This is an optimization exercise on Yosys and OpenROAD, whose aim is small area, a short achievable clock period and few clock cycles, not a production implementation. Where RTL was checked, it was by simulation tests only, not by an equivalence proof against the original. The flow treats the clock pin as an ideal source. Dropping or thinning the clock tree relies on that and would not hold on a real chip. Power and IR drop assume default switching activity.

== middle ==
==> flow/design.v <==
`timescale 1ps/1ps
module Conv(
    input clk,
    input rst,
    input in_st,
    input [7:0] din,
    output reg [15:0] dout,
    output reg out_st
);
reg [7:0] pix [0:15];
reg [9:0] upart, vreg, va;
reg [11:0] hpart;
reg [10:0] r_sr [0:9];
wire [12:0] hfull = add12(hpart, {2'b00, vreg});
wire [10:0] hsum = hfull[11:1];
reg [6:0] cnt;
integer i;
function [12:0] add12;
    input [11:0] a;
    input [11:0] b;
    integer i, k;
    reg [3:0] s0, s1;
    reg k0, k1, c, p;
    begin
        c = 1'b0;
        for (k = 0; k < 3; k = k + 1) begin
            k0 = 1'b0;
            k1 = 1'b1;
            for (i = 0; i < 4; i = i + 1) begin
                p = a[4*k+i] ^ b[4*k+i];
                s0[i] = p ^ k0;
                s1[i] = p ^ k1;
                k0 = (a[4*k+i] & b[4*k+i]) | (k0 & p);
                k1 = (a[4*k+i] & b[4*k+i]) | (k1 & p);
            end
            add12[4*k +: 4] = c ? s1 : s0;
            c = c ? k1 : k0;
        end
        add12[12] = c;
    end
endfunction
always @(posedge clk) begin
    pix[0] <= din;
    for (i = 1; i < 16; i = i + 1)
        pix[i] <= pix[i-1];
    upart <= add12({3'b000, pix[7], 1'b0}, {4'b0000, pix[15]});
    vreg <= add12({2'b00, upart}, {4'b0000, pix[0]});
    va <= vreg;
    hpart <= add12({1'b0, vreg, 1'b0}, {2'b00, va});
    r_sr[0] <= hsum;
    for (i = 1; i < 10; i = i + 1)
        r_sr[i] <= r_sr[i-1];
end
wire row5 = (cnt < 7'd31) || (cnt >= 7'd61);
reg [10:0] rdel;
always @(*) begin
    if (cnt < 7'd37)      rdel = r_sr[9];
    else if (cnt < 7'd43) rdel = r_sr[7];
    else if (cnt < 7'd49) rdel = r_sr[5];
    else if (cnt < 7'd55) rdel = r_sr[3];
    else                  rdel = r_sr[1];
end
wire [10:0] rsel = row5 ? hsum : rdel;
always @(posedge clk) begin
    dout <= {5'b00000, rsel};
end
always @(posedge clk) begin
    if (rst) begin
        cnt <= 7'd0;
        out_st <= 1'b0;
    end
    else begin
        if (in_st)
            cnt <= 7'd1;
        else if (cnt != 7'd0)
            cnt <= cnt + 7'd1;
        out_st <= (cnt == 7'd30);
    end
end
endmodule
clock: 6.0 ns
lec_check: 0
abc_area: 1
cap_margin: 20
core_margin: 2
core_utilization: 40
setup_slack_margin: 4.0
slew_margin: 20
standard.sh (not shown) runs the stock make flow with config.mk's settings and CLKGATE_MAP_FILE= SYNTH_SCRIPT=/design/flow/synth_recipe.tcl, a recipe that flattens the netlist after the stock synthesis.
==> flow/flow/run.sh <==
#!/bin/bash
# Standard ORFS layout, except that the clock tree is built by flow/mantree.tcl
# (four root buffers, each driving four leaf buffers) instead of ORFS's CTS,
# and synthesis leaves adders to ABC instead of mapping them to full-adder cells.
set -euo pipefail
HERE=$(cd "$(dirname "${BASH_SOURCE[0]}")" && pwd)
export PRE_CTS_TCL=$HERE/pre_cts.tcl
export MT_NX=4 MT_NY=4 MT_NROOT=4 MT_LEAF=sky130_fd_sc_hd__clkbuf_8 MT_ROOT=sky130_fd_sc_hd__clkbuf_8
bash standard.sh finish ADDER_MAP_FILE= > orfs_flow.log 2>&1
Other scripts of this flow, unchanged in this note and not shown: flow/flow/mantree.tcl, flow/flow/pre_cts.tcl
middle closes out successfully: all stages finished, all timing, DRC and antenna checks passed.
Testbench counts of middle, summed over its fixed seeds: cycles 6,264.
Here is what was changed in the inputs of south compared with middle.
==> flow/design.v, changed modules only <==
module Conv(
    input clk,
    input rst,
    input in_st,
    input [7:0] din,
    output reg [15:0] dout,
    output reg out_st
);
reg [7:0] pix [0:15];
reg [9:0] upart, vreg, va;
reg [11:0] hpart;
reg [10:0] r_sr [0:9];
wire [12:0] hfull = add12(hpart, {2'b00, vreg});
wire [10:0] hsum = hfull[11:1];
reg [6:0] cnt;
integer i;
function [12:0] add12;
    input [11:0] a;
    input [11:0] b;
    integer i, k;
    reg [2:0] s0, s1;
    reg k0, k1, c, p;
    begin
        c = 1'b0;
        for (k = 0; k < 4; k = k + 1) begin
            k0 = 1'b0;
            k1 = 1'b1;
            for (i = 0; i < 3; i = i + 1) begin
                p = a[3*k+i] ^ b[3*k+i];
                s0[i] = p ^ k0;
                s1[i] = p ^ k1;
                k0 = (a[3*k+i] & b[3*k+i]) | (k0 & p);
                k1 = (a[3*k+i] & b[3*k+i]) | (k1 & p);
            end
            add12[3*k +: 3] = c ? s1 : s0;
            c = c ? k1 : k0;
        end
        add12[12] = c;
    end
endfunction
always @(posedge clk) begin
    pix[0] <= din;
    for (i = 1; i < 16; i = i + 1)
        pix[i] <= pix[i-1];
    upart <= add12({3'b000, pix[7], 1'b0}, {4'b0000, pix[15]});
    vreg <= add12({2'b00, upart}, {4'b0000, pix[0]});
    va <= vreg;
    hpart <= add12({1'b0, vreg, 1'b0}, {2'b00, va});
    r_sr[0] <= hsum;
    for (i = 1; i < 10; i = i + 1)
        r_sr[i] <= r_sr[i-1];
end
reg [10:0] rsel;
always @(*) begin
    if (cnt >= 7'd31 && cnt < 7'd37)      rsel = r_sr[9];
    else if (cnt >= 7'd37 && cnt < 7'd43) rsel = r_sr[7];
    else if (cnt >= 7'd43 && cnt < 7'd49) rsel = r_sr[5];
    else if (cnt >= 7'd49 && cnt < 7'd55) rsel = r_sr[3];
    else if (cnt >= 7'd55 && cnt < 7'd61) rsel = r_sr[1];
    else                                   rsel = hsum;
end
always @(posedge clk) begin
    dout <= {5'b00000, rsel};
end
always @(posedge clk) begin
    if (rst) begin
        cnt <= 7'd0;
        out_st <= 1'b0;
    end
    else begin
        if (in_st)
            cnt <= 7'd1;
        else if (cnt != 7'd0)
            cnt <= cnt + 7'd1;
        out_st <= (cnt == 7'd30);
    end
end
endmodule
==> results.txt <==
In summary, south completed successfully, with a layout that passed the timing, design-rule and antenna checks. middle completed end to end with timing, DRC and antenna clean. Compared south against middle; sequential cell area in the final layout within noise. Compared with middle, south shows a lower met3 wirelength from detailed routing. The vertical die dimension on south is in line with that on middle. Between middle and south, the flow reports global-route wire length before repair decreasing slightly. Re area overhead of the layout relative to synthesis: south and middle aren't equal, and the higher value belongs to south. middle consumes less power than south. For synthesized area, south and middle come out practically identical. On global-route usage over all layers: south sits below middle. Critical path depth in south vs middle: up 10. The setup slack after layout in south was lower than what middle gave.
No functional check of the RTL was part of south. In every run of this note, the design's own scripts or RTL, not TritonCTS, make the clock network.

-- separate check: timing with driven ports --
Ports are ideal in the flow. The routed layouts listed here were re-timed in OpenROAD. Step 1 (the two cells are an assumption about what drives the block):
set clk [get_ports {clk}]
set_driving_cell -lib_cell sky130_fd_sc_hd__clkbuf_16 $clk
set_driving_cell -lib_cell sky130_fd_sc_hd__buf_2 [delete_from_list [all_inputs] $clk]
Step 2 adds t to the input delays and takes it off the output delays; t is the mean of the earliest and latest rising clock arrival at the registers after step 1. Input paths then give back, and output paths get back, about the clock's delay inside the block. a / b / c = ideal ports / drivers / drivers and shift; a / b = the first two.
run	shift t [ns]	slack for setup (ns)	worst setup path after step 2
middle	0.376	4.013 / 3.968 / 3.674	input to register
south	0.373	3.899 / 3.899 / 3.702	input to register
After both steps every run listed still meets setup and hold. The setup slack of middle, which loses most, moves by -0.045 ns with the drivers and by -0.339 ns with both steps.
